Background: an optimization exercise with open tools, aiming at small area. Do not read the settings as production practice. Where RTL was checked, it was by simulation tests only, not by an equivalence proof against the original. No functional check of the RTL was part of runs 3 to 6. In every run shown here, the design's own scripts or RTL, not TritonCTS, make the clock network. No driver is modelled on the clock port, so clock power and skew are understated where the tree is cut down; a real chip needs a root buffer or a tree. Power and IR drop assume default switching activity.

<file path="design.v">
`timescale 1ns / 1ps
module ClockDivider(
    input i_clk,
    input i_reset,
    output o_wrap,
    output o_pre_last
    );
    localparam [13:0] C_RESET = 14'b00111010110010;
    localparam [13:0] C_9899  = 14'b00101010001010;
    localparam [13:0] C_LAST  = 14'b11100011001110;
    reg [13:0] r_lo;
    assign o_wrap     = &{r_lo[13], r_lo[12], r_lo[11], ~r_lo[10], r_lo[7], r_lo[6], ~r_lo[5], r_lo[3], r_lo[2], r_lo[1], ~r_lo[0]};
    assign o_pre_last = &{~r_lo[12], r_lo[11], ~r_lo[10], r_lo[9], ~r_lo[8], r_lo[7], ~r_lo[6], ~r_lo[5], ~r_lo[4], r_lo[3], ~r_lo[2], ~r_lo[0]};
    wire w_fb = ~(r_lo[13] ^ r_lo[1] ^ r_lo[3] ^ r_lo[12]) ^ o_wrap;
    always @(posedge i_clk or posedge i_reset) begin
        if (i_reset) r_lo <= C_RESET;
        else         r_lo <= {r_lo[12:0], w_fb};
    end
endmodule
`timescale 1ns / 1ps
module Counter(
    input i_clk,
    input i_reset,
    input i_wrap,
    input i_pre_last,
    output [3:0] o_hi
    );
    reg [3:0] r_hi;
    reg [3:0] w_next;
    assign o_hi = r_hi;
    wire w_hi9  = r_hi[3] & r_hi[0] & ~r_hi[1];
    wire w_hi10 = r_hi[3] & r_hi[1];
    always @(*) begin
        case (r_hi)
            4'b0000: w_next = 4'b0001;
            4'b0001: w_next = 4'b0011;
            4'b0011: w_next = 4'b0010;
            4'b0010: w_next = 4'b0110;
            4'b0110: w_next = 4'b0111;
            4'b0111: w_next = 4'b0101;
            4'b0101: w_next = 4'b0100;
            4'b0100: w_next = 4'b1100;
            4'b1100: w_next = 4'b1101;
            4'b1101: w_next = 4'b1111;
            default: w_next = 4'b0000;
        endcase
    end
    always @(posedge i_clk or posedge i_reset) begin
        if (i_reset)
            r_hi <= 4'b0000;
        else if (w_hi9 ? i_pre_last : i_wrap)
            r_hi <= w_next;
    end
endmodule
`timescale 1ns / 1ps
module Comparator(
    input [3:0] i_hi,
    output o_light_1, o_light_2, o_light_3, o_light_4
    );
    assign o_light_1 = (i_hi == 4'b0000);
    assign o_light_2 = ~i_hi[3] & ~i_hi[2];
    assign o_light_3 = ~i_hi[3] & ~(i_hi[2] & ~i_hi[1] & ~i_hi[0]);
    assign o_light_4 = ~(i_hi[3] & i_hi[1]);
endmodule
`timescale 1ns / 1ps
module ButtonController(
    input i_clk,
    input i_reset,
    input i_button,
    output o_release
    );
    localparam [19:0] S_0   = 20'b01101011001000111000;
    localparam [19:0] S_END = 20'b10110101100100011100;
    reg r_prevState;
    reg [19:0] r_lfsr;
    wire w_en   = i_button ^ r_prevState;
    wire w_term = &{r_lfsr[19], ~r_lfsr[18], r_lfsr[17], r_lfsr[16], ~r_lfsr[15], r_lfsr[14], ~r_lfsr[13], r_lfsr[12], r_lfsr[11], ~r_lfsr[10], ~r_lfsr[9], r_lfsr[8], ~r_lfsr[7], ~r_lfsr[6], ~r_lfsr[5], r_lfsr[4], r_lfsr[3], r_lfsr[2], ~r_lfsr[1]};
    wire w_fb   = ~(r_lfsr[19] ^ r_lfsr[2]) ^ w_term;
    assign o_release = w_en & w_term & r_prevState;
    always @(posedge i_clk or posedge i_reset) begin
        if (i_reset) begin
            r_prevState <= 1'b0;
            r_lfsr <= S_0;
        end
        else if (w_en) begin
            r_lfsr <= {r_lfsr[18:0], w_fb};
            if (w_term) r_prevState <= ~r_prevState;
        end
    end
endmodule
`timescale 1ns / 1ps
module FSM_Light(
    input i_clk,
    input i_reset,
    input [2:0] i_button,
    output [4:1] o_level
    );
    reg [4:1] r_level;
    assign o_level = r_level;
    always @(posedge i_clk or posedge i_reset) begin
        if (i_reset)
            r_level <= 4'b0000;
        else if (i_button[0] & ~r_level[4])
            r_level <= {r_level[3:1], 1'b1};
        else if (i_button[1])
            r_level <= {1'b0, r_level[4:2]};
        else if (i_button[2])
            r_level <= 4'b0000;
    end
endmodule
`timescale 1ns / 1ps
module MUX(
    input i_clk,
    input i_reset,
    input [4:1] i_x,
    input [4:1] i_level,
    output o_y
    );
    reg r_y;
    assign o_y = r_y;
    always @(posedge i_clk or posedge i_reset) begin
        if (i_reset)
            r_y <= 1'b0;
        else
            r_y <= i_level[1] & (i_x[1] | (i_level[2] & (i_x[2] | (i_level[3] & (i_x[3] | (i_level[4] & i_x[4]))))));
    end
endmodule
`timescale 1ns / 1ps
module FSM_LightStand(
    input i_clk,
    input i_reset,
    input [2:0] i_button,
    output o_pwm_light
    );
    wire w_wrap, w_pre_last;
    ClockDivider clkdiv(
        .i_clk(i_clk),
        .i_reset(i_reset),
        .o_wrap(w_wrap),
        .o_pre_last(w_pre_last)
    );
    wire [3:0] w_hi;
    Counter count(
        .i_clk(i_clk),
        .i_reset(i_reset),
        .i_wrap(w_wrap),
        .i_pre_last(w_pre_last),
        .o_hi(w_hi)
    );
    wire [4:1] w_light;
    Comparator comp(
        .i_hi(w_hi),
        .o_light_1(w_light[1]),
        .o_light_2(w_light[2]),
        .o_light_3(w_light[3]),
        .o_light_4(w_light[4])
    );
    wire [2:0] w_release;
    ButtonController UpBTN(
        .i_clk(i_clk),
        .i_reset(i_reset),
        .i_button(i_button[0]),
        .o_release(w_release[0])
    );
    ButtonController DownBTN(
        .i_clk(i_clk),
        .i_reset(i_reset),
        .i_button(i_button[1]),
        .o_release(w_release[1])
    );
    ButtonController OffBTN(
        .i_clk(i_clk),
        .i_reset(i_reset),
        .i_button(i_button[2]),
        .o_release(w_release[2])
    );
    wire [4:1] w_level;
    FSM_Light fsm_led(
        .i_clk(i_clk),
        .i_reset(i_reset),
        .i_button(w_release),
        .o_level(w_level)
    );
    MUX pwmsel(
        .i_clk(i_clk),
        .i_reset(i_reset),
        .i_x(w_light),
        .i_level(w_level),
        .o_y(o_pwm_light)
    );
endmodule
</file>
<file path="flow/run.sh">
#!/bin/bash
# The standard synthesis and layout (standard.sh), with these changes
# to how the layout is made:
#  - clock tree: three buf_12, each at the centre of an equal share of
#    the flip-flops, driven by the clock port (flow/pre_cts.tcl replaces
#    clock_tree_synthesis)
#  - after CTS, combinational cells and buffers go down to the smallest
#    drive strength that leaves no slew, cap or timing violation
#    (flow/post_cts.tcl)
#  - port buffers are buf_1; repair aims at the library's own cap and slew
#    limits; core utilization 70%
# ORFS writes each step's full log under orfs/logs/; this script's own
# output goes to flow_run.log.
set -euo pipefail
export FLOW_CLK_BUF=sky130_fd_sc_hd__buf_12
export FLOW_CLK_K=3
bash standard.sh \
  "PRE_CTS_TCL=$PWD/flow/pre_cts.tcl" "POST_CTS_TCL=$PWD/flow/post_cts.tcl" \
  "BUFFER_PORTS_ARGS=-buffer_cell sky130_fd_sc_hd__buf_1" \
  CAP_MARGIN=0 SLEW_MARGIN=0 CORE_UTILIZATION=70 \
  finish > flow_run.log 2>&1
</file>
<file path="flow/post_cts.tcl">
# After CTS and its timing repair: move each combinational cell and buffer
# to the smallest cell of the same function (same name but for the drive
# strength) that leaves no max-slew or max-capacitance violation and keeps
# setup and hold slack above a margin. Flip-flops and clock buffers keep
# their cells.
proc my_violations { } {
  set bad 0
  if { [sta::max_slew_violation_count] > 0 } { set bad 1 }
  if { [sta::max_capacitance_violation_count] > 0 } { set bad 1 }
  if { [worst_slack -max] < 1.0 } { set bad 1 }
  if { [worst_slack -min] < 0.1 } { set bad 1 }
  return $bad
}

proc my_downsize { } {
  estimate_parasitics -placement
  if { [my_violations] } {
    puts "my_downsize: violations before downsizing; skipped"
    return
  }
  set saved 0.0
  set n 0
  foreach inst [get_cells *] {
    set name [get_full_name $inst]
    set ref [get_property $inst ref_name]
    if { [string match clkbuf_* $name] } { continue }
    if { ![regexp {^(sky130_fd_sc_hd__[a-z0-9]+)_([0-9]+)$} $ref -> base size] } { continue }
    if { [regexp {__(df|sdf|edf|sedf|dl|tap|fill|decap|conb|diode)} $ref] } { continue }
    set cur_area [get_property [get_lib_cells $ref] area]
    set cands {}
    foreach lc [get_lib_cells ${base}_*] {
      set lname [get_name $lc]
      if { ![regexp {^sky130_fd_sc_hd__[a-z0-9]+_[0-9]+$} $lname] } { continue }
      if { [get_property $lc dont_use] } { continue }
      set a [get_property $lc area]
      if { $a < $cur_area - 1e-6 } { lappend cands [list $a $lname] }
    }
    foreach cand [lsort -real -index 0 $cands] {
      lassign $cand a lname
      replace_cell $inst $lname
      if { [my_violations] } {
        replace_cell $inst $ref
      } else {
        puts "my_downsize: $name $ref -> $lname"
        set saved [expr { $saved + $cur_area - $a }]
        incr n
        break
      }
    }
  }
  puts "my_downsize: $n cells, [format %.2f $saved] um2 saved"
}
my_downsize

proc my_clk_pin_slew { buf } {
  set worst 0.0
  set net [get_nets -of_objects [get_pins [get_full_name $buf]/X]]
  foreach pin [get_pins -of_objects $net -filter "direction == input"] {
    foreach p {slew_max_rise slew_max_fall} {
      set s [sta::time_ui_sta [get_property $pin $p]]
      if { $s > $worst } { set worst $s }
    }
  }
  return $worst
}

proc my_downsize_clock { } {
  set limit [expr { $::env(FLOW_CLK_SLEW_PS) * 1e-12 }]
  estimate_parasitics -placement
  foreach buf [get_cells clkbuf_*] {
    set ref [get_property $buf ref_name]
    set s [my_clk_pin_slew $buf]
    puts "my_downsize_clock: [get_full_name $buf] $ref slew [format %.1f [expr { $s * 1e12 }]] ps"
    foreach cand {sky130_fd_sc_hd__clkbuf_4 sky130_fd_sc_hd__clkbuf_8} {
      if { [get_property [get_lib_cells $cand] area] >= [get_property [get_lib_cells $ref] area] } { continue }
      replace_cell $buf $cand
      set s2 [my_clk_pin_slew $buf]
      if { $s2 <= $limit && ![my_violations] } {
        puts "my_downsize_clock: [get_full_name $buf] $ref -> $cand slew [format %.1f [expr { $s2 * 1e12 }]] ps"
        break
      }
      replace_cell $buf $ref
    }
  }
}
if { [info exists ::env(FLOW_CLK_SLEW_PS)] } { my_downsize_clock }

# the cells changed in place; legalize again to be safe
detailed_placement
check_placement -verbose
</file>
<file path="flow/pre_cts.tcl">
proc clock_tree_synthesis { args } {
  set block [ord::get_db_block]
  set net [$block findNet i_clk]
  set k $::env(FLOW_CLK_K)
  set pins {}
  set xs {}
  set ys {}
  foreach it [$net getITerms] {
    set b [[$it getInst] getBBox]
    lappend pins "[[$it getInst] getName]/[[$it getMTerm] getName]"
    lappend xs [expr { ([$b xMin] + [$b xMax]) / 2.0 }]
    lappend ys [expr { ([$b yMin] + [$b yMax]) / 2.0 }]
  }
  set n [llength $pins]
  # initial centres: sinks spread along the sorted x+y order
  set order [lsort -real -indices [lmap x $xs y $ys { expr { $x + 0.7 * $y } }]]
  set cx {}
  set cy {}
  for { set c 0 } { $c < $k } { incr c } {
    set i [lindex $order [expr { int(($c + 0.5) * $n / $k) }]]
    lappend cx [lindex $xs $i]
    lappend cy [lindex $ys $i]
  }
  # k-means with at most ceil(n/k) sinks per group: each round assigns
  # the sink-group pairs in order of distance, skipping full groups
  set cap [expr { ($n + $k - 1) / $k }]
  for { set iter 0 } { $iter < 30 } { incr iter } {
    set pairs {}
    set i 0
    foreach x $xs y $ys {
      for { set c 0 } { $c < $k } { incr c } {
        lappend pairs [list [expr { abs($x - [lindex $cx $c]) + abs($y - [lindex $cy $c]) }] $i $c]
      }
      incr i
    }
    set assign [lrepeat $n -1]
    set fill [lrepeat $k 0]
    foreach p [lsort -real -index 0 $pairs] {
      lassign $p d i c
      if { [lindex $assign $i] >= 0 || [lindex $fill $c] >= $cap } { continue }
      lset assign $i $c
      lset fill $c [expr { [lindex $fill $c] + 1 }]
    }
    set ncx {}
    set ncy {}
    for { set c 0 } { $c < $k } { incr c } {
      set sx 0.0
      set sy 0.0
      set m 0
      foreach a $assign x $xs y $ys {
        if { $a == $c } {
          set sx [expr { $sx + $x }]
          set sy [expr { $sy + $y }]
          incr m
        }
      }
      if { $m > 0 } {
        lappend ncx [expr { $sx / $m }]
        lappend ncy [expr { $sy / $m }]
      } else {
        lappend ncx [lindex $cx $c]
        lappend ncy [lindex $cy $c]
      }
    }
    set cx $ncx
    set cy $ncy
  }
  for { set c 0 } { $c < $k } { incr c } {
    set loads {}
    foreach a $assign p $pins {
      if { $a == $c } { lappend loads [get_pins $p] }
    }
    if { [llength $loads] == 0 } { continue }
    set x [ord::dbu_to_microns [expr { int([lindex $cx $c]) }]]
    set y [ord::dbu_to_microns [expr { int([lindex $cy $c]) }]]
    puts "clock buffer $c: [llength $loads] sinks at $x $y"
    insert_buffer -buffer_cell $::env(FLOW_CLK_BUF) -net i_clk -load_pins $loads \
      -location [list $x $y] -buffer_name clkbuf_$c -net_name clk_$c
  }
  set_propagated_clock [all_clocks]
}
</file>
<file path="standard.sh">
#!/bin/bash
# synth_recipe.tcl (not shown) runs the flow's synth.tcl, then flattens the netlist and writes it again
# the make line also repeats each setting of config.mk as NAME=value (left out here)
make -C /OpenROAD-flow-scripts/flow DESIGN_CONFIG=/design/flow/config.mk WORK_HOME=/design/flow/orfs CLKGATE_MAP_FILE= SYNTH_SCRIPT=/design/flow/synth_recipe.tcl "${@:-finish}"
</file>
<file path="config.mk">
export PLATFORM = sky130hd
export DESIGN_NAME = FSM_LightStand
export DESIGN_NICKNAME = FSM_LightStand
export VERILOG_FILES = /design/flow/design.v
export SDC_FILE = /design/flow/constraint.sdc
export NUM_CORES = 4
export LEC_CHECK = 0
export CAP_MARGIN = 20
export CORE_MARGIN = 2
export CORE_UTILIZATION = 40
export SLEW_MARGIN = 20
</file>
<file path="constraint.sdc">
create_clock -name core_clock -period 10.0 [get_ports {i_clk}]
set_input_delay 2.0000 -clock core_clock [delete_from_list [all_inputs] [get_ports {i_clk}]]
set_output_delay 2.0000 -clock core_clock [all_outputs]
set_load 0.01 [all_outputs]
</file>
==> impl_metrics.yaml, run 1 <==
sta:
  slew_viol_final: 0
  relSlewSlack: 0.257
  rsz0062_at_grt: "false"
  fin_worst_skew_ns: 0.0107
  period_needed_ns: 3.62
  fin_crit_sh: 0.362
  finalHoldViolations: 0
  worst_pin_slew_ns: 1.11
  setup_violations: 0
  max_freq_mhz: 276
  setup_tns_ns: 0
synth:
  synth.most_common_cell: "mux2_2"
  ys_seq_elements: 86
  syn_nets: 254
  synth_edf_count: 0
  synthesis.area_um2: 3560
  post_synth.cell_area_avg_um2: 14.3
  yosysTopAreaCell: "dfrtp_1"
  synth_top_area_frac: 0.366
  syn_inst: 248
  synth_ff_type: "dfrtp_1"
  ys_async_sr_fraction: 1.00
  yosys-top-cells-count: "60 x mux2_2, 52 x dfrtp_1, 34 x dfstp_2"
  synthTopCellsByArea: "dfrtp_1 37%, dfstp_2 25%, mux2_2 19%"
  seq_area_frac_synth: 0.617
  synthDistinctLibCells: 47
  ys_warn_count: 5
worst_setup_path:
  worstPathArrival_ns: 3.65
  crit_fanout: 17
  crit_type: "input pin to register"
  critPathCaptureType: "register"
  slowest_delay_ns: 0.72
  startpoint: "i_button[1]"
  critPathSlowestCell: "buf_1"
  cp_data_required_time_ns: 10.02
  cp_cell_sequence: "buf_1 > xnor2_1 > buf_1 > mux2_2"
  worst-r2r-cell-count: 5
  cp_common_cell: "buf_1"
  r2r-start: "clkdiv.r_lo[9]"
  crit_path_start_kind: "input pin"
clock_network:
  clk_latency_ns: 0.14
  clk_pin_slew_ns: 0.11
placement:
  dp_cells: 316
  io_buffers: 5
  gp_congestion: 0.780
  dp_hpwl_mm: 3.92
routing:
  wl_mm: 5.64
  drtIter0Drc: 132
  vias_per_cell: 6.03
  postRouteAntennaNets: 0
  wl_per_cell_um: 17.7
  via_count: 1925
  drt_first_pass_iters: 4
  drc: 0
die:
  die-area_um2: 5670
  start_util: 0.738
  io_pins: 6
  die_w_um: 75.3
  core_area_um2: 4820
  die_h_um: 75.3
  rows: 25
layout:
  area_growth_pct: 3.87
  utilization: 0.767
  layout-drive-gt1-share: 0.409
  final_nets: 260
  diodes: 0
  stdcell_count: 319
power_and_ir_drop:
  combPwrFrac: 0.193
  power_leakage_nw: 1.47
  seqPwrFrac: 0.665
  power.density_nw_per_um2: 247
  vdd_drop_max_mv: 0.183
  power_uw: 914
  p_sw_frac: 0.261
  power.switching_uw: 238
  power.share.clock: 0.141
  p_int_uw: 676
global_routing:
  grt_max_degree: 87
  antenna_found_initial: 0
  grt_overflow: 0
  grt_pass1_wl_mm: 9.56
  grt_util_all_layers: 0.215
  first_global_vias: 1965
worst_hold_path:
  hold_depth: 0
  hp-class: "register to register"
  worstHoldStart: "clkdiv.r_lo[4]"
status:
  outcome: "timing/DRC/antenna clean"
job:
  max_cap_viol_count: 0
-- flip-flops by register name, summed over array words and instances (netlist names), named ones only --
register and count:
pwmsel.r_y 1, OffBTN.r_prevState 1, count.r_hi 3, OffBTN.r_lfsr 20, UpBTN.r_lfsr 20, DownBTN.r_lfsr 20, clkdiv.r_lo 14, fsm_led.r_level 4
UpBTN.r_prevState 1, DownBTN.r_prevState 1
-- critical path, delay by kind of cell --
kind,cells,cell delay (ns)
xor gates and xnor gates,1,0.40
muxes,1,0.42
buffers and inverters,2,0.82
-- cell families (layout without fill, tap and decap cells) --
family,after synthesis,in the layout,synth area share
multiplexers,61,61,0.193
AO/OA/AOI/OAI,25,25,0.0503
buffers and inverters,14,18,0.0148
flip-flops,86,86,0.617
XOR/XNOR,9,9,0.0222
AND/OR/NAND/NOR,52,52,0.0992
adder cells (fa/ha/maj),1,1,0.00352
-- metal layers --
metal | part of all wire | track usage | vias up
met5 | 0 | 0 | -
met1 | 0.46 | 0.303 | 974
met4 | 0.015 | 0.0331 | 0
li1 | - | - | 924
met2 | 0.50 | 0.381 | 18
met3 | 0.018 | 0.0134 | 9
-- power by group through the flow --
stage	registers, mW	clock network (mW)	logic, mW
3_3_place_gp	0.599	0	0.166
2_1_floorplan	0.575	0	0.155
5_1_grt	0.629	0.145	0.195
3_5_place_dp	0.613	0	0.181
6_report	0.608	0.129	0.177
-- final timing paths --
check	endpoint	slack (ns)
min in group asynchronous	DownBTN.r_lfsr[8]	2.14
setup reg to reg	register	7.32
max in group asynchronous	UpBTN.r_lfsr[16]	7.23
setup / recovery	DownBTN.r_lfsr[16]	6.38
hold / removal	clkdiv.r_lo[5]	0.37
hold reg to reg	clkdiv.r_lo[5]	0.37
-- per-stage QoR --
| stage | hold slack (ns) | area, um2 | worst slack [ns] |
|---|---|---|---|
| after floorplan | 0.351 | 3560 | 5.83 |
| after global placement | 0.353 | 3660 | 6.54 |
| after detailed placement | 0.356 | 3660 | 6.45 |
| after global routing | 0.382 | 3690 | 6.31 |
| final | 0.372 | 3690 | 6.38 |
-- layout by cell type (no fill, tap or decap), types with 4 or more instances in the layout --
master / synthesis / layout
xnor2_1: 5 / 4
dfstp_2: 34 / 34
inv_1: 7 / 6
xor2_1: 4 / 4
nand2_1: 6 / 6
nand4_1: 4 / 4
nor2_1: 8 / 8
buf_1: 0 / 7
dfrtp_1: 52 / 52
mux2_2: 60 / 60
nor4bb_1: 5 / 5
o21ai_0: 5 / 5
nand4b_1: 4 / 4
-- cell type report, without the clock buffers --
class	instances	area, um2
fill	316	1120
inverter	7	26.3
multi-input combinational	148	1290
sequential	86	2190
tap	67	83.8
timing repair buffer	8	33.8
==> run 2: changes to the inputs <==
--- a/design.v
+++ b/design.v
@@ -100,7 +100,7 @@
     always @(posedge i_clk or posedge i_reset) begin
         if (i_reset)
             r_level <= 4'b0000;
-        else if (i_button[0] & ~r_level[4])
+        else if (i_button[0])
             r_level <= {r_level[3:1], 1'b1};
         else if (i_button[1])
             r_level <= {1'b0, r_level[4:2]};
--- a/flow/run.sh
+++ b/flow/run.sh
@@ -17,5 +17,5 @@
 bash standard.sh \
   "PRE_CTS_TCL=$PWD/flow/pre_cts.tcl" "POST_CTS_TCL=$PWD/flow/post_cts.tcl" \
   "BUFFER_PORTS_ARGS=-buffer_cell sky130_fd_sc_hd__buf_1" \
-  CAP_MARGIN=0 SLEW_MARGIN=0 CORE_UTILIZATION=70 \
+  CAP_MARGIN=0 SLEW_MARGIN=0 CORE_UTILIZATION=80 \
   finish > flow_run.log 2>&1
==> impl_metrics.yaml, run 2 <==
power_and_ir_drop:
  power.density_nw_per_um2: 256
  combPwrFrac: 0.205
  p_int_uw: 682
  seqPwrFrac: 0.652
  vdd_drop_max_mv: 0.166
  power.share.clock: 0.144
  power_leakage_nw: 1.43
  power.switching_uw: 243
  p_sw_frac: 0.263
routing:
  drt_first_pass_iters: 4
  via_count: 1922
  drtIter0Drc: 145
  wl_per_cell_um: 18.1
  wl_mm: 5.47
  drc: 0
  vias_per_cell: 6.36
  postRouteAntennaNets: 0
synth:
  seq_area_frac_synth: 0.627
  syn_inst: 245
  synth.most_common_cell: "mux2_2"
  synth_ff_type: "dfrtp_1"
  syn_nets: 251
  ys_seq_elements: 86
  synthesis.area_um2: 3500
  synth_edf_count: 0
  yosysTopAreaCell: "dfrtp_1"
  synth_top_area_frac: 0.372
  synthDistinctLibCells: 39
  post_synth.cell_area_avg_um2: 14.3
  yosys-top-cells-count: "60 x mux2_2, 52 x dfrtp_1, 34 x dfstp_2"
  ys_warn_count: 5
  ys_async_sr_fraction: 1.00
  synthTopCellsByArea: "dfrtp_1 37%, dfstp_2 26%, mux2_2 19%"
global_routing:
  grt_pass1_wl_mm: 9.63
  grt_util_all_layers: 0.240
  grt_overflow: 0
  grt_max_degree: 87
  first_global_vias: 2011
  antenna_found_initial: 0
die:
  core_area_um2: 4290
  io_pins: 6
  die_w_um: 70.1
  rows: 24
  die-area_um2: 4920
  die_h_um: 70.1
  start_util: 0.815
sta:
  setup_tns_ns: 0
  rsz0062_at_grt: "false"
  worst_pin_slew_ns: 1.05
  fin_crit_sh: 0.347
  relSlewSlack: 0.302
  finalHoldViolations: 0
  slew_viol_final: 0
  setup_violations: 0
  period_needed_ns: 3.47
  fin_worst_skew_ns: 0.0115
  max_freq_mhz: 289
worst_hold_path:
  worstHoldStart: "clkdiv.r_lo[9]"
  hold_depth: 0
  hold_end: "clkdiv.r_lo[10]"
  hp-class: "register to register"
placement:
  dp_cells: 299
  dp_hpwl_mm: 3.77
  gp_congestion: 0.787
  io_buffers: 5
  post_dp_cell_area_um2: 3590
layout:
  fin_area_um2: 3620
  diodes: 0
  layout-drive-gt1-share: 0.416
  num-fill-cells: 225
  stdcell_count: 302
  seq_area_um2: 2190
  area_growth_pct: 3.47
  layout_common_cells: "60 x mux2_2, 52 x dfrtp_1, 34 x dfstp_2"
  final_nets: 258
  layout_commonest_cell: "mux2_2"
  multi_input_area_um2: 1240
  reg_top3: "DownBTN.r_lfsr: 20 flops, OffBTN.r_lfsr: 20 flops, UpBTN.r_lfsr: 20 flops"
worst_setup_path:
  cp_cell_sequence: "buf_1 > xnor2_1 > buf_1 > mux2_2"
  worstPathArrival_ns: 3.49
  cp_common_cell: "buf_1"
  crit_type: "input pin to register"
  critPathSlowestCell: "buf_1"
  cp_num_buf_inv: 2
  worst-r2r-cell-count: 5
  crit_fanout: 21
  critPathCaptureType: "register"
  slowest_delay_ns: 0.79
  cp_data_required_time_ns: 10.02
  r2r-start: "clkdiv.r_lo[9]"
  crit_family: "buffers and inverters"
  crit_path_start_kind: "input pin"
  r2r_slack_ns: 7.28
clock_network:
  clk_pin_slew_ns: 0.11
  clk_latency_ns: 0.14
job:
  max_cap_viol_count: 0
status:
  outcome: "timing/DRC/antenna clean"
run 2: layer usage:
layer / vias to the layer above / track usage / share of wire
met2: 42 / 0.421 / 0.52
met3: 15 / 0.0144 / 0.031
met1: 965 / 0.339 / 0.42
met5: - / 0 / 0
met4: 0 / 0.0513 / 0.026
li1: 900 / - / -
run 2: area by class of cell, without the clock buffers:
type                            count  area share
Inverter                            6     0.00622
Tap cell                           52      0.0180
Multi-Input combinational cell    146       0.343
Timing Repair Buffer                9      0.0104
Sequential cell                    86       0.606
run 2: worst max path at each step:
stage	from	endpoint	slack, ns	depth (start not counted)
2_1_floorplan	i_reset	DownBTN.r_lfsr[0]	5.83	1
3_3_place_gp	i_button[1]	fsm_led.r_level[3]	7.00	4
3_5_place_dp	i_button[1]	DownBTN.r_lfsr[1]	6.93	4
5_1_grt	i_button[1]	DownBTN.r_lfsr[1]	6.42	4
6_report	i_button[0]	UpBTN.r_lfsr[14]	6.53	4
run 2: power by group through the flow:
stage / combinational (mW) / clock (mW) / sequential [mW]
detailed placement: 0.192 / 0 / 0.611
floorplan: 0.166 / 0 / 0.572
global placement: 0.176 / 0 / 0.595
finish: 0.189 / 0.133 / 0.603
global route: 0.206 / 0.145 / 0.625
run 2: cell families (layout without fill, tap and decap cells):
family                   count (synthesis)  after routing  synth area share
AO/OA/AOI/OAI                           21             21            0.0404
XOR/XNOR                                 9              9            0.0225
adder cells (fa/ha/maj)                  1              1           0.00358
buffers and inverters                   13             18            0.0139
flip-flops                              86             86             0.627
multiplexers                            61             61             0.196
AND/OR/NAND/NOR                         54             54            0.0962
run 2: metrics by stage:
step                      worst slack, ns  power (mW)  hold WS, ns   util
final                                6.53       0.925        0.371  0.843
after detailed placement             6.93       0.802        0.359  0.835
after global routing                 6.42       0.976        0.380  0.843
after global placement               7.00       0.771        0.352  0.835
after floorplan                      5.83       0.738        0.351      -
run 2: worst register-to-register path: cells and delay by family (launching register included):
family           cells  cell delay [ns]
AND/OR/NAND/NOR      2             0.91
flip-flops           1             0.54
AO/OA/AOI/OAI        3             1.18
==> run 3: changes to the inputs <==
--- a/design.v
+++ b/design.v
@@ -5,13 +5,13 @@
     output o_wrap,
     output o_pre_last
     );
-    localparam [13:0] C_RESET = 14'b00111010110010;
-    localparam [13:0] C_9899  = 14'b00101010001010;
-    localparam [13:0] C_LAST  = 14'b11100011001110;
+    localparam [13:0] C_RESET = 14'b11100100000010;
+    localparam [13:0] C_9899  = 14'b00001101111011;
+    localparam [13:0] C_LAST  = 14'b11101101101100;
     reg [13:0] r_lo;
-    assign o_wrap     = &{r_lo[13], r_lo[12], r_lo[11], ~r_lo[10], r_lo[7], r_lo[6], ~r_lo[5], r_lo[3], r_lo[2], r_lo[1], ~r_lo[0]};
-    assign o_pre_last = &{~r_lo[12], r_lo[11], ~r_lo[10], r_lo[9], ~r_lo[8], r_lo[7], ~r_lo[6], ~r_lo[5], ~r_lo[4], r_lo[3], ~r_lo[2], ~r_lo[0]};
-    wire w_fb = ~(r_lo[13] ^ r_lo[1] ^ r_lo[3] ^ r_lo[12]) ^ o_wrap;
+    assign o_wrap     = &{r_lo[13], r_lo[12], r_lo[11], ~r_lo[10], r_lo[9], r_lo[8], ~r_lo[7], r_lo[6], r_lo[5], ~r_lo[4], r_lo[2], ~r_lo[0]};
+    assign o_pre_last = &{~r_lo[13], ~r_lo[12], ~r_lo[11], ~r_lo[10], r_lo[9], r_lo[8], ~r_lo[7], r_lo[6], r_lo[5], r_lo[4], r_lo[3], ~r_lo[2]};
+    wire w_fb = ~(r_lo[13] ^ r_lo[2] ^ r_lo[9] ^ r_lo[10]) ^ o_wrap;
     always @(posedge i_clk or posedge i_reset) begin
         if (i_reset) r_lo <= C_RESET;
         else         r_lo <= {r_lo[12:0], w_fb};
@@ -69,13 +69,13 @@
     input i_button,
     output o_release
     );
-    localparam [19:0] S_0   = 20'b01101011001000111000;
-    localparam [19:0] S_END = 20'b10110101100100011100;
+    localparam [19:0] S_0   = 20'b00000001101011001000;
+    localparam [19:0] S_END = 20'b00000010110101100100;
     reg r_prevState;
     reg [19:0] r_lfsr;
     wire w_en   = i_button ^ r_prevState;
-    wire w_term = &{r_lfsr[19], ~r_lfsr[18], r_lfsr[17], r_lfsr[16], ~r_lfsr[15], r_lfsr[14], ~r_lfsr[13], r_lfsr[12], r_lfsr[11], ~r_lfsr[10], ~r_lfsr[9], r_lfsr[8], ~r_lfsr[7], ~r_lfsr[6], ~r_lfsr[5], r_lfsr[4], r_lfsr[3], r_lfsr[2], ~r_lfsr[1]};
-    wire w_fb   = ~(r_lfsr[19] ^ r_lfsr[2]) ^ w_term;
+    wire w_term = &{~r_lfsr[19], ~r_lfsr[18], ~r_lfsr[17], ~r_lfsr[16], ~r_lfsr[15], ~r_lfsr[14], ~r_lfsr[12], r_lfsr[11], r_lfsr[10], ~r_lfsr[9], r_lfsr[8], ~r_lfsr[7], r_lfsr[6], r_lfsr[5], ~r_lfsr[4], ~r_lfsr[3], r_lfsr[2], ~r_lfsr[1], ~r_lfsr[0]};
+    wire w_fb   = ~(r_lfsr[19] ^ r_lfsr[2]);
     assign o_release = w_en & w_term & r_prevState;
     always @(posedge i_clk or posedge i_reset) begin
         if (i_reset) begin
@@ -83,7 +83,7 @@
             r_lfsr <= S_0;
         end
         else if (w_en) begin
-            r_lfsr <= {r_lfsr[18:0], w_fb};
+            r_lfsr <= {r_lfsr[18:14], r_lfsr[13] ^ w_term, r_lfsr[12:0], w_fb};
             if (w_term) r_prevState <= ~r_prevState;
         end
     end
==> flow/run.sh (replaced) <==
#!/bin/bash
# The standard synthesis and layout (standard.sh), with these changes
# to how the layout is made:
#  - clock tree: three clkbuf_16, each at the centre of an equal share of
#    the flip-flops, driven by the clock port (flow/pre_cts.tcl replaces
#    clock_tree_synthesis)
#  - after CTS, combinational cells and buffers go down to the smallest
#    drive strength that leaves no slew, cap or timing violation
#    (flow/post_cts.tcl)
#  - port buffers are buf_1; repair aims at the library's own cap and slew
#    limits; core utilization 70%
# ORFS writes each step's full log under orfs/logs/; this script's own
# output goes to flow_run.log.
set -euo pipefail
export FLOW_CLK_BUF=sky130_fd_sc_hd__clkbuf_16
export FLOW_CLK_K=3
bash standard.sh \
  "PRE_CTS_TCL=$PWD/flow/pre_cts.tcl" "POST_CTS_TCL=$PWD/flow/post_cts.tcl" \
  "BUFFER_PORTS_ARGS=-buffer_cell sky130_fd_sc_hd__buf_1" \
  CAP_MARGIN=0 SLEW_MARGIN=0 CORE_UTILIZATION=70 \
  finish > flow_run.log 2>&1
==> impl_metrics.yaml, run 3 <==
status:
  outcome: "timing/DRC/antenna clean"
power_and_ir_drop:
  p_int_uw: 664
  power_leakage_nw: 1.49
  combPwrFrac: 0.198
  p_sw_frac: 0.260
  power.share.clock: 0.150
  power.density_nw_per_um2: 245
  seqPwrFrac: 0.651
  power.switching_uw: 234
  vdd_drop_max_mv: 0.177
worst_setup_path:
  cp_data_required_time_ns: 10.05
  slowest_delay_ns: 0.87
  cp_cell_sequence: "buf_1 > xnor2_2 > mux2_2"
  critPathSlowestCell: "xnor2_2"
  critPathCaptureType: "register"
  crit_path_start_kind: "input pin"
  cp_num_buf_inv: 1
  crit_fanout: 22
  worstPathArrival_ns: 3.44
  crit_family: "XOR/XNOR gates"
  crit_type: "input pin to register"
synth:
  synthesis.area_um2: 3520
  yosysTopAreaCell: "dfrtp_1"
  post_synth.cell_area_avg_um2: 14.1
  synth.most_common_cell: "dfrtp_1"
  syn_inst: 250
  synth_ff_type: "dfrtp_1"
  synth_edf_count: 0
  syn_nets: 256
  seq_area_frac_synth: 0.619
  synthDistinctLibCells: 42
  ys_warn_count: 5
  yosys-top-cells-count: "63 x dfrtp_1, 57 x mux2_2, 23 x dfstp_2"
  synth_top_area_frac: 0.447
  ys_seq_elements: 86
  synthTopCellsByArea: "dfrtp_1 45%, mux2_2 18%, dfstp_2 17%"
  ys_async_sr_fraction: 1.00
sta:
  fin_crit_sh: 0.339
  finalHoldViolations: 0
  rsz0062_at_grt: "false"
  max_freq_mhz: 295
  slew_viol_final: 0
  setup_tns_ns: 0
  setup_violations: 0
  finalWorstSetupSlack_ns: 6.61
  holdWs_ns: 0.386
  fin_worst_skew_ns: 0.0118
  worst_pin_slew_ns: 1.10
  relSlewSlack: 0.263
  period_needed_ns: 3.39
job:
  max_cap_viol_count: 0
worst_hold_path:
  hp-class: "register to register"
die:
  rows: 25
  start_util: 0.736
  die_w_um: 75.0
  io_pins: 6
  core_area_um2: 4790
  die_h_um: 75.0
  die-area_um2: 5620
routing:
  wl_mm: 5.32
  drc: 0
  vias_per_cell: 5.87
  drt_first_pass_iters: 4
  via_count: 1867
  wl_per_cell_um: 16.7
  postRouteAntennaNets: 0
  drtIter0Drc: 181
global_routing:
  grt_util_all_layers: 0.202
  grt_pass1_wl_mm: 9.04
  first_global_vias: 1928
  antenna_found_initial: 0
  grt_overflow: 0
  grt_max_degree: 87
layout:
  diodes: 0
  layout_commonest_cell: "dfrtp_1"
  area_growth_pct: 3.83
  utilization: 0.765
  layout-drive-gt1-share: 0.355
  reg_top3: "DownBTN.r_lfsr: 20 flops, OffBTN.r_lfsr: 20 flops, UpBTN.r_lfsr: 20 flops"
  final_nets: 259
  layout_common_cells: "63 x dfrtp_1, 57 x mux2_2, 23 x dfstp_2"
placement:
  place_ws_ns: 6.44
  io_buffers: 5
  gp_congestion: 0.741
  dp_hpwl_mm: 3.69
clock_network:
  clk_pin_slew_ns: 0.10
  clk_latency_ns: 0.17
[run 3: worst register-to-register path, cell delays in order (launching register included)]
cell	delay, ns
dfrtp_1	0.48
nor2b_1	0.21
a2111o_1	0.42
a21oi_1	0.46
o21ai_0	0.19
a32o_1	0.23
[run 3: logic make-up after synthesis]
| family | synth area share |
|---|---|
| simple gates | 0.100 |
| flops | 0.619 |
| fa+ha+maj | 0.00355 |
| mux | 0.185 |
| compound gates | 0.0476 |
| buf+inv | 0.0153 |
| xor+xnor | 0.0298 |
[run 3: area by class of cell, without the clock buffers]
| class | instances | area [um2] |
|---|---|---|
| sequential | 86 | 2180 |
| inverter | 6 | 22.5 |
| tap | 67 | 83.8 |
| multi-input combinational | 150 | 1270 |
| fill | 300 | 1130 |
| timing repair buffer | 6 | 26.3 |
[run 3: power groups by stage]
stage | combinational [mW] | sequential [mW] | clock [mW]
2_1_floorplan | 0.159 | 0.562 | 0
3_3_place_gp | 0.171 | 0.583 | 0
3_5_place_dp | 0.184 | 0.595 | 0
5_1_grt | 0.197 | 0.605 | 0.151
6_report | 0.178 | 0.585 | 0.135
[run 3: through the flow]
step / power (mW) / instances / cell area (um2)
3_5_place_dp: 0.780 / 315 / 3630
2_1_floorplan: 0.721 / 250 / 3520
5_1_grt: 0.953 / 318 / 3660
3_3_place_gp: 0.754 / 315 / 3630
6_report: 0.898 / 318 / 3660
[run 3: layer usage]
metal  wire length [um]  up-vias  GRT usage
met5                  0        -          0
met3                 93        5     0.0161
met1               2490      948      0.295
met4                 53        0     0.0198
li1                   -      903          -
met2               2690       11      0.352
[run 3: path summary, 6_finish.rpt]
check                               start                to  slack [ns]  cells past startpoint
hold reg to reg            clkdiv.r_lo[0]    clkdiv.r_lo[1]        0.39                      0
hold / removal             clkdiv.r_lo[0]    clkdiv.r_lo[1]        0.39                      0
setup reg to reg            count.r_hi[3]          register        7.90                      5
min in group asynchronous         i_reset  OffBTN.r_lfsr[8]        2.13                      3
setup / recovery              i_button[0]  UpBTN.r_lfsr[15]        6.61                      3
max in group asynchronous         i_reset   UpBTN.r_lfsr[8]        7.24                      3
==> run 4: changes to the inputs <==
--- a/design.v
+++ b/design.v
@@ -69,12 +69,12 @@
     input i_button,
     output o_release
     );
-    localparam [19:0] S_0   = 20'b00000001101011001000;
-    localparam [19:0] S_END = 20'b00000010110101100100;
+    localparam [19:0] S_0   = 20'b00000000110101100100;
+    localparam [19:0] S_END = 20'b10000001011010110010;
     reg r_prevState;
     reg [19:0] r_lfsr;
     wire w_en   = i_button ^ r_prevState;
-    wire w_term = &{~r_lfsr[19], ~r_lfsr[18], ~r_lfsr[17], ~r_lfsr[16], ~r_lfsr[15], ~r_lfsr[14], ~r_lfsr[12], r_lfsr[11], r_lfsr[10], ~r_lfsr[9], r_lfsr[8], ~r_lfsr[7], r_lfsr[6], r_lfsr[5], ~r_lfsr[4], ~r_lfsr[3], r_lfsr[2], ~r_lfsr[1], ~r_lfsr[0]};
+    wire w_term = &{r_lfsr[19], ~r_lfsr[18], ~r_lfsr[17], ~r_lfsr[16], ~r_lfsr[15], ~r_lfsr[14], ~r_lfsr[13], ~r_lfsr[11], r_lfsr[10], r_lfsr[9], ~r_lfsr[8], r_lfsr[7], ~r_lfsr[6], r_lfsr[5], r_lfsr[4], ~r_lfsr[3], ~r_lfsr[2], r_lfsr[1], ~r_lfsr[0]};
     wire w_fb   = ~(r_lfsr[19] ^ r_lfsr[2]);
     assign o_release = w_en & w_term & r_prevState;
     always @(posedge i_clk or posedge i_reset) begin
@@ -83,7 +83,7 @@
             r_lfsr <= S_0;
         end
         else if (w_en) begin
-            r_lfsr <= {r_lfsr[18:14], r_lfsr[13] ^ w_term, r_lfsr[12:0], w_fb};
+            r_lfsr <= {r_lfsr[18:13], r_lfsr[12] ^ w_term, r_lfsr[11:0], w_fb};
             if (w_term) r_prevState <= ~r_prevState;
         end
     end
==> impl_metrics.yaml, run 4 <==
layout:
  layout-drive-gt1-share: 0.352
  layout_common_cells: "63 x dfrtp_1, 57 x mux2_2, 23 x dfstp_2"
  reg_top3: "DownBTN.r_lfsr: 20 flops, OffBTN.r_lfsr: 20 flops, UpBTN.r_lfsr: 20 flops"
  final_nets: 261
  area_growth_pct: 3.82
  diodes: 0
  layout_commonest_cell: "dfrtp_1"
  utilization: 0.767
  num-fill-cells: 298
sta:
  setup_tns_ns: 0
  rsz0062_at_grt: "false"
  fin_crit_sh: 0.341
  fin_worst_skew_ns: 0.00725
  worst_pin_slew_ns: 1.08
  slew_viol_final: 0
  finalHoldViolations: 0
  period_needed_ns: 3.41
  relSlewSlack: 0.273
  setup_violations: 0
  max_freq_mhz: 293
synth:
  synthDistinctLibCells: 45
  synth-xor-area-share: 0.0297
  synth_compound_area_frac: 0.0467
  synthTopCellsByArea: "dfrtp_1 45%, mux2_2 18%, dfstp_2 17%"
  ys_async_sr_fraction: 1.00
  syn_nets: 257
  yosysTopAreaCell: "dfrtp_1"
  synth.most_common_cell: "dfrtp_1"
  synthesis.area_um2: 3530
  yosys-top-cells-count: "63 x dfrtp_1, 57 x mux2_2, 23 x dfstp_2"
  synth_top_family_by_area: "multiplexers"
  synthSimpleGateAreaFrac: 0.102
  synthAdderAreaFrac: 0.00354
  synth_top_area_frac: 0.446
  synth_edf_count: 0
  seq_area_frac_synth: 0.617
  synth_ff_type: "dfrtp_1"
  syn_inst: 251
  ys_seq_elements: 86
  synth_mux_area_frac: 0.184
  ys_warn_count: 5
  post_synth.cell_area_avg_um2: 14.1
die:
  core_area_um2: 4790
  rows: 25
  die_h_um: 75.1
  io_pins: 6
  start_util: 0.739
  die-area_um2: 5630
  die_w_um: 75.1
routing:
  via_count: 1894
  postRouteAntennaNets: 0
  vias_per_cell: 5.92
  drt_first_pass_iters: 4
  drtIter0Drc: 100
  drc: 0
  wl_mm: 5.19
  wl_per_cell_um: 16.2
global_routing:
  use_met2: 0.354
  grt_pass1_wl_mm: 8.71
  grt_overflow: 0
  met3_usage: 0.0107
  grt_max_degree: 87
  antenna_found_initial: 0
  first_global_vias: 1892
  grt_util_all_layers: 0.196
  grt_util_met1: 0.271
  grt_busiest_layer: "met2"
power_and_ir_drop:
  vdd_drop_max_mv: 0.175
  power.density_nw_per_um2: 244
  power_leakage_nw: 1.50
worst_setup_path:
  crit_fanout: 22
  crit_type: "input pin to register"
  crit_path_start_kind: "input pin"
  cp_data_required_time_ns: 10.05
  worstPathArrival_ns: 3.46
  critPathCaptureType: "register"
worst_hold_path:
  hp-class: "register to register"
placement:
  io_buffers: 5
  dp_hpwl_mm: 3.66
  gp_congestion: 0.831
clock_network:
  clk_pin_slew_ns: 0.10
  clk_latency_ns: 0.16
job:
  max_cap_viol_count: 0
status:
  outcome: "timing/DRC/antenna clean"
## run 4: cell types whose count changed after synthesis, sizes merged, moves of 2 or more
| cell | before | now |
|---|---|---|
| nor4 | 3 | 5 |
| or4b | 0 | 2 |
| or4 | 3 | 0 |
| or2 | 3 | 1 |
| nand4b | 4 | 1 |
| nand3 | 5 | 7 |
## run 4: report_power, final
part | internal [mW] | switching, mW | leakage, nW
Sequential | 0.495 | 0.0918 | 1.01
Clock | 0.0555 | 0.0805 | 0.0370
Combinational | 0.113 | 0.0603 | 0.446
Total | 0.663 | 0.233 | 1.50
## run 4: critical path, stage by stage
cell and delay (ns):
buf_1 0.14, xnor2_1 0.13, buf_1 0.77, mux2_2 0.42
## run 4: final cells by class, without the clock buffers
| class | instances | area (um2) | area share |
|---|---|---|---|
| flip-flops and latches | 86 | 2180 | 0.594 |
| multi-input cells | 152 | 1280 | 0.349 |
| inverters | 5 | 18.8 | 0.00511 |
| well taps | 67 | 83.8 | 0.0228 |
| repair buffers | 7 | 30.0 | 0.00818 |
## run 4: logic make-up (layout without fill, tap and decap cells)
| logic type | after synthesis | after routing |
|---|---|---|
| simple gates | 57 | 57 |
| fa+ha+maj | 1 | 1 |
| xor+xnor | 12 | 12 |
| flops | 86 | 86 |
| buf+inv | 13 | 15 |
| compound gates | 24 | 24 |
| mux | 58 | 58 |
## run 4: worst paths after layout
| kind | startpoint | slack, ns | cells past startpoint | to |
|---|---|---|---|---|
| max in group asynchronous | i_reset | 7.23 | 3 | OffBTN.r_lfsr[13] |
| min in group asynchronous | i_reset | 2.09 | 3 | OffBTN.r_lfsr[9] |
| min | clkdiv.r_lo[11] | 0.38 | 0 | clkdiv.r_lo[12] |
| max reg2reg | DownBTN.r_lfsr[5] | 7.91 | 4 | DownBTN.r_prevState |
| min reg2reg | clkdiv.r_lo[11] | 0.38 | 0 | clkdiv.r_lo[12] |
| max | i_button[2] | 6.59 | 4 | OffBTN.r_lfsr[12] |
## run 4: per-stage QoR
step	setup slack, ns	cells	total power, mW	hold WS (ns)	area [um2]
after floorplan	5.82	251	0.713	0.346	3530
after global placement	6.54	317	0.741	0.352	3630
after detailed placement	6.42	317	0.772	0.361	3630
after global routing	6.46	320	0.949	0.390	3670
final	6.59	320	0.896	0.383	3670
## run 4: routing by layer
layer | vias to the layer above | share of wire
li1 | 902 | -
met1 | 969 | 0.47
met2 | 16 | 0.50
met3 | 7 | 0.018
met4 | 0 | 0.014
met5 | - | 0
==> run 5: changes to the inputs <==
--- a/design.v
+++ b/design.v
@@ -5,13 +5,13 @@
     output o_wrap,
     output o_pre_last
     );
-    localparam [13:0] C_RESET = 14'b11100100000010;
-    localparam [13:0] C_9899  = 14'b00001101111011;
-    localparam [13:0] C_LAST  = 14'b11101101101100;
+    localparam [13:0] C_RESET = 14'b10000101101001;
+    localparam [13:0] C_9899  = 14'b11100001101001;
+    localparam [13:0] C_LAST  = 14'b01010100101111;
     reg [13:0] r_lo;
-    assign o_wrap     = &{r_lo[13], r_lo[12], r_lo[11], ~r_lo[10], r_lo[9], r_lo[8], ~r_lo[7], r_lo[6], r_lo[5], ~r_lo[4], r_lo[2], ~r_lo[0]};
-    assign o_pre_last = &{~r_lo[13], ~r_lo[12], ~r_lo[11], ~r_lo[10], r_lo[9], r_lo[8], ~r_lo[7], r_lo[6], r_lo[5], r_lo[4], r_lo[3], ~r_lo[2]};
-    wire w_fb = ~(r_lo[13] ^ r_lo[2] ^ r_lo[9] ^ r_lo[10]) ^ o_wrap;
+    assign o_wrap     = &{~r_lo[13], r_lo[12], ~r_lo[11], r_lo[10], ~r_lo[7], ~r_lo[6], r_lo[5], ~r_lo[4], r_lo[3], r_lo[2], r_lo[1], r_lo[0]};
+    assign o_pre_last = &{r_lo[13], r_lo[12], r_lo[11], ~r_lo[10], ~r_lo[9], ~r_lo[8], r_lo[5], ~r_lo[4], r_lo[3], ~r_lo[2], ~r_lo[1], r_lo[0]};
+    wire w_fb = ~(r_lo[13] ^ r_lo[5] ^ r_lo[7] ^ r_lo[12]) ^ o_wrap;
     always @(posedge i_clk or posedge i_reset) begin
         if (i_reset) r_lo <= C_RESET;
         else         r_lo <= {r_lo[12:0], w_fb};
==> impl_metrics.yaml, run 5 <==
sta:
  period_needed_ns: 3.39
  max_freq_mhz: 295
  setup_tns_ns: 0
  worst_pin_slew_ns: 1.15
  setup_violations: 0
  slew_viol_final: 0
  relSlewSlack: 0.227
  finalHoldViolations: 0
  fin_crit_sh: 0.339
  rsz0062_at_grt: "false"
  fin_worst_skew_ns: 0.00848
die:
  core_area_um2: 4790
  die_w_um: 75.0
  io_pins: 6
  die-area_um2: 5620
  start_util: 0.737
  rows: 25
  die_h_um: 75.0
worst_setup_path:
  crit_path_start_kind: "input pin"
  crit_type: "input pin to register"
  critPathCaptureType: "register"
  worstPathArrival_ns: 3.44
  crit_fanout: 22
  cp_data_required_time_ns: 10.05
global_routing:
  grt_util_all_layers: 0.196
  first_global_vias: 1934
  grt_pass1_wl_mm: 8.88
  antenna_found_initial: 0
  grt_max_degree: 87
  grt_overflow: 0
layout:
  multi_input_area_um2: 1290
  diodes: 0
  layout-drive-gt1-share: 0.349
  final_nets: 260
  utilization: 0.768
  stdcell_count: 319
  num-fill-cells: 300
  layout_commonest_cell: "dfrtp_1"
  reg_top3: "DownBTN.r_lfsr: 20 flops, OffBTN.r_lfsr: 20 flops, UpBTN.r_lfsr: 20 flops"
  layout_common_cells: "62 x dfrtp_1, 56 x mux2_2, 24 x dfstp_2"
  seq_area_um2: 2180
  area_growth_pct: 4.15
routing:
  postRouteAntennaNets: 0
  vias_per_cell: 5.97
  drc: 0
  wl_per_cell_um: 16.4
  drt_first_pass_iters: 6
  drtIter0Drc: 83
  wl_mm: 5.24
  via_count: 1906
synth:
  synth.most_common_cell: "dfrtp_1"
  yosysTopAreaCell: "dfrtp_1"
  synthesis.area_um2: 3530
  yosys-top-cells-count: "62 x dfrtp_1, 56 x mux2_2, 24 x dfstp_2"
  ys_async_sr_fraction: 1.00
  ys_warn_count: 5
  synth_top_area_frac: 0.440
  synth_edf_count: 0
  synth_ff_type: "dfrtp_1"
  seq_area_frac_synth: 0.619
  synthDistinctLibCells: 41
  syn_nets: 256
  syn_inst: 250
  post_synth.cell_area_avg_um2: 14.1
  synthTopCellsByArea: "dfrtp_1 44%, dfstp_2 18%, mux2_2 18%"
  ys_seq_elements: 86
power_and_ir_drop:
  power.share.clock: 0.153
  p_sw_frac: 0.256
  power.density_nw_per_um2: 242
  p_int_uw: 662
  combPwrFrac: 0.189
  power_leakage_nw: 1.54
  power_uw: 890
  vdd_drop_max_mv: 0.157
  seqPwrFrac: 0.659
  power.switching_uw: 228
clock_network:
  clk_latency_ns: 0.16
  clk_pin_slew_ns: 0.10
placement:
  dp_hpwl_mm: 3.55
  dp_cells: 316
  gp_congestion: 0.781
  io_buffers: 5
job:
  max_cap_viol_count: 0
worst_hold_path:
  hp-class: "register to register"
status:
  outcome: "timing/DRC/antenna clean"
## run 5: routing by layer
layer  track usage  routed length [um]  vias up
met2         0.337                2470       31
met1         0.291                2590      961
li1              -                   -      911
met4        0.0198                  46        0
met3        0.0120                 132        3
met5             0                   0        -
## run 5: final cells by class, without the clock buffers
type,instances,share of cell area
multi-input combinational,152,0.350
timing repair buffer,6,0.00715
sequential,86,0.594
tap,67,0.0228
inverter,5,0.00511
## run 5: through the flow
stage | cell area, um2 | hold slack (ns) | setup WS (ns)
global placement | 3630 | 0.360 | 6.55
finish | 3670 | 0.398 | 6.61
floorplan | 3530 | 0.348 | 5.82
global route | 3670 | 0.403 | 6.50
detailed placement | 3630 | 0.373 | 6.40
## run 5: critical path: stages
cell and delay, ns:
buf_1 0.12, xnor2_2 0.89, mux2_2 0.43
## run 5: cells by family after synthesis
family                   synth area share
flip-flops                          0.619
multiplexers                        0.185
AND/OR/NAND/NOR                     0.109
AO/OA/AOI/OAI                      0.0401
XOR/XNOR                           0.0298
buffers and inverters              0.0142
adder cells (fa/ha/maj)           0.00355
## run 5: power by group through the flow
stage,sequential (mW),clock [mW],combinational (mW)
2_1_floorplan,0.560,0,0.153
3_3_place_gp,0.579,0,0.162
3_5_place_dp,0.594,0,0.175
5_1_grt,0.606,0.148,0.186
6_report,0.586,0.136,0.168
## run 5: worst paths after layout
check | start | endpoint | slack (ns) | cells after the start
max in group asynchronous | i_reset | UpBTN.r_lfsr[1] | 7.27 | 3
min in group asynchronous | i_reset | OffBTN.r_lfsr[3] | 2.11 | 3
setup / recovery | i_button[0] | UpBTN.r_lfsr[9] | 6.61 | 3
setup reg to reg | UpBTN.r_prevState | UpBTN.r_lfsr[9] | 8.11 | 2
hold reg to reg | clkdiv.r_lo[4] | clkdiv.r_lo[5] | 0.40 | 0
hold / removal | clkdiv.r_lo[4] | clkdiv.r_lo[5] | 0.40 | 0
==> run 6: changes to the inputs <==
--- a/design.v
+++ b/design.v
@@ -5,13 +5,13 @@
     output o_wrap,
     output o_pre_last
     );
-    localparam [13:0] C_RESET = 14'b10000101101001;
-    localparam [13:0] C_9899  = 14'b11100001101001;
-    localparam [13:0] C_LAST  = 14'b01010100101111;
+    localparam [13:0] C_RESET = 14'b10000001011110;
+    localparam [13:0] C_9899  = 14'b01100000111101;
+    localparam [13:0] C_LAST  = 14'b01100110100010;
     reg [13:0] r_lo;
-    assign o_wrap     = &{~r_lo[13], r_lo[12], ~r_lo[11], r_lo[10], ~r_lo[7], ~r_lo[6], r_lo[5], ~r_lo[4], r_lo[3], r_lo[2], r_lo[1], r_lo[0]};
-    assign o_pre_last = &{r_lo[13], r_lo[12], r_lo[11], ~r_lo[10], ~r_lo[9], ~r_lo[8], r_lo[5], ~r_lo[4], r_lo[3], ~r_lo[2], ~r_lo[1], r_lo[0]};
-    wire w_fb = ~(r_lo[13] ^ r_lo[5] ^ r_lo[7] ^ r_lo[12]) ^ o_wrap;
+    assign o_wrap     = &{~r_lo[13], r_lo[12], r_lo[11], ~r_lo[10], ~r_lo[9], r_lo[8], r_lo[7], ~r_lo[6], r_lo[5], ~r_lo[3], r_lo[1], ~r_lo[0]};
+    assign o_pre_last = &{~r_lo[13], r_lo[12], r_lo[11], ~r_lo[10], ~r_lo[9], ~r_lo[8], ~r_lo[7], ~r_lo[6], r_lo[5], r_lo[4], r_lo[3], ~r_lo[1]};
+    wire w_fb = ~(r_lo[13] ^ r_lo[5] ^ r_lo[9] ^ r_lo[12]) ^ o_wrap;
     always @(posedge i_clk or posedge i_reset) begin
         if (i_reset) r_lo <= C_RESET;
         else         r_lo <= {r_lo[12:0], w_fb};
==> impl_metrics.yaml, run 6 <==
status:
  outcome: "timing/DRC/antenna clean"
sta:
  setup_tns_ns: 0
  period_needed_ns: 3.37
  worst_pin_slew_ns: 1.12
  relSlewSlack: 0.252
  max_freq_mhz: 297
  fin_crit_sh: 0.337
  finalHoldViolations: 0
  rsz0062_at_grt: "false"
  setup_violations: 0
  slew_viol_final: 0
  fin_worst_skew_ns: 0.00972
routing:
  wl_per_cell_um: 15.1
  drtIter0Drc: 121
  vias_per_cell: 5.75
  drt_first_pass_iters: 4
  via_count: 1858
  postRouteAntennaNets: 0
  wl_mm: 4.88
  drc: 0
synth:
  ys_warn_count: 5
  ys_async_sr_fraction: 1.00
  synth_top_area_frac: 0.438
  seq_area_frac_synth: 0.616
  synth.most_common_cell: "dfrtp_1"
  synth_edf_count: 0
  synthTopCellsByArea: "dfrtp_1 44%, dfstp_2 18%, mux2_2 17%"
  synthesis.area_um2: 3540
  syn_inst: 253
  synthDistinctLibCells: 41
  syn_nets: 259
  yosysTopAreaCell: "dfrtp_1"
  synth_ff_type: "dfrtp_1"
  post_synth.cell_area_avg_um2: 14.0
  ys_seq_elements: 86
  yosys-top-cells-count: "62 x dfrtp_1, 55 x mux2_2, 24 x dfstp_2"
layout:
  fin_area_um2: 3670
  layout_common_cells: "62 x dfrtp_1, 55 x mux2_2, 24 x dfstp_2"
  final_nets: 264
  utilization: 0.768
  stdcell_count: 323
  num-fill-cells: 305
  layout_commonest_cell: "dfrtp_1"
  reg_top3: "DownBTN.r_lfsr: 20 flops, OffBTN.r_lfsr: 20 flops, UpBTN.r_lfsr: 20 flops"
  diodes: 0
  layout-drive-gt1-share: 0.336
  area_growth_pct: 3.74
worst_hold_path:
  worstHoldStart: "clkdiv.r_lo[2]"
  hp-class: "register to register"
  hold_end: "clkdiv.r_lo[3]"
  hold_depth: 0
worst_setup_path:
  crit_path_start_kind: "input pin"
  cp_data_required_time_ns: 10.05
  crit_type: "input pin to register"
  critPathCaptureType: "register"
  r2r-start: "DownBTN.r_lfsr[8]"
  r2r_slack_ns: 7.87
  r2r_end: "fsm_led.r_level[2]"
  startpoint: "i_button[2]"
  crit_fanout: 22
  worstPathArrival_ns: 3.42
  worst-r2r-cell-count: 5
global_routing:
  grt_max_degree: 87
  met3_usage: 0.0107
  antenna_found_initial: 0
  grt_util_met1: 0.285
  use_met2: 0.310
  grt_util_all_layers: 0.187
  grt_busiest_layer: "met2"
  first_global_vias: 1866
  grt_pass1_wl_mm: 8.44
  grt_overflow: 0
placement:
  dp_hpwl_mm: 3.20
  post_dp_cell_area_um2: 3650
  io_buffers: 5
  dp_cells: 320
  gp_congestion: 0.787
die:
  die-area_um2: 5650
  rows: 25
  die_h_um: 75.1
  core_area_um2: 4790
  start_util: 0.740
  io_pins: 6
  die_w_um: 75.1
power_and_ir_drop:
  power_leakage_nw: 1.50
  vdd_drop_max_mv: 0.202
  power.density_nw_per_um2: 245
clock_network:
  clk_latency_ns: 0.16
  clk_pin_slew_ns: 0.10
job:
  max_cap_viol_count: 0
[run 6: changes by cell type in the layout (fill, tap and decap cells not counted), sizes merged, moves of 4 or more]
cell / change
nand2: +4
nor4bb: -5
xnor2: -4
o21ai: +4
[run 6: kinds of logic (layout without fill, tap and decap cells)]
family	after synthesis	after routing	synth area share
DFF	86	86	0.616
and+or+nand+nor	60	60	0.115
muxes	58	58	0.184
AOI/OAI and AO/OA	25	25	0.0417
buffers and inverters	12	15	0.0127
xor gates and xnor gates	11	11	0.0272
adders and majority gates	1	1	0.00353
[run 6: final cells by class, without the clock buffers]
cell class | count | area [um2] | share of cell area
Sequential cell | 86 | 2180 | 0.594
Inverter | 6 | 22.5 | 0.00613
Multi-Input combinational cell | 155 | 1280 | 0.350
Tap cell | 67 | 83.8 | 0.0228
Timing Repair Buffer | 6 | 26.3 | 0.00715
[run 6: critical path, stage by stage]
cell and delay (ns):
buf_1 0.11, xnor2_2 0.89, mux2_2 0.42
[run 6: how the worst max path moves through the flow]
stage	end	slack [ns]	depth (start not counted)
after floorplan	DownBTN.r_lfsr[0]	5.82	1
after global placement	UpBTN.r_lfsr[7]	6.44	3
after detailed placement	UpBTN.r_lfsr[7]	6.42	3
after global routing	OffBTN.r_lfsr[19]	6.51	3
final	OffBTN.r_lfsr[19]	6.63	3
[run 6: routing by layer]
layer | routed length, um | vias up
met4 | 70 | 0
li1 | - | 923
met5 | 0 | -
met3 | 59 | 7
met1 | 2520 | 917
met2 | 2240 | 11
[run 6: report_power, final]
part / leakage [nW] / switching (mW) / internal, mW / total [mW]
Sequential: 1.02 / 0.0885 / 0.497 / 0.585
Clock: 0.0370 / 0.0821 / 0.0555 / 0.138
Combinational: 0.446 / 0.0608 / 0.118 / 0.178
[run 6: stage by stage]
stage	hold slack, ns	worst slack [ns]	power (mW)
after floorplan	0.345	5.82	0.735
after global placement	0.346	6.44	0.775
after detailed placement	0.347	6.42	0.786
after global routing	0.371	6.51	0.959
final	0.363	6.63	0.901

## port drivers added, routing unchanged
The results above use ideal ports. As a check the final layouts listed here were re-extracted and re-timed, cells and wires unchanged. Step 1, drivers: a clkbuf_16 drives i_clk and a buf_2 each remaining input, both assumed. Step 2, shift: input delay + t, output delay - t, t = (earliest + latest rising clock arrival at the registers) / 2. This alone moves slack from input paths to output paths. Three values: ideal, step 1, step 2; two values: the first two.
| run | t, ns | setup WS [ns] | latest minus earliest clock arrival (ns) | slew at the worst register clock pin (ns) |
|---|---|---|---|---|
| run 1 | 0.204 | 6.379 / 6.424 / 6.220 | 0.011 / 0.011 | 0.11 / 0.11 |
| run 2 | 0.202 | 6.534 / 6.572 / 6.370 | 0.012 / 0.012 | 0.11 / 0.11 |
| run 3 | 0.224 | 6.610 / 6.655 / 6.431 | 0.012 / 0.012 | 0.11 / 0.11 |
| run 4 | 0.219 | 6.588 / 6.621 / 6.402 | 0.008 / 0.008 | 0.10 / 0.10 |
| run 5 | 0.220 | 6.608 / 6.648 / 6.428 | 0.008 / 0.008 | 0.10 / 0.10 |
| run 6 | 0.221 | 6.632 / 6.672 / 6.452 | 0.011 / 0.011 | 0.10 / 0.10 |
After both steps every run listed still meets setup and hold. The setup slack of run 4, which loses most, moves by +0.033 ns with the drivers and by -0.186 ns with both steps.
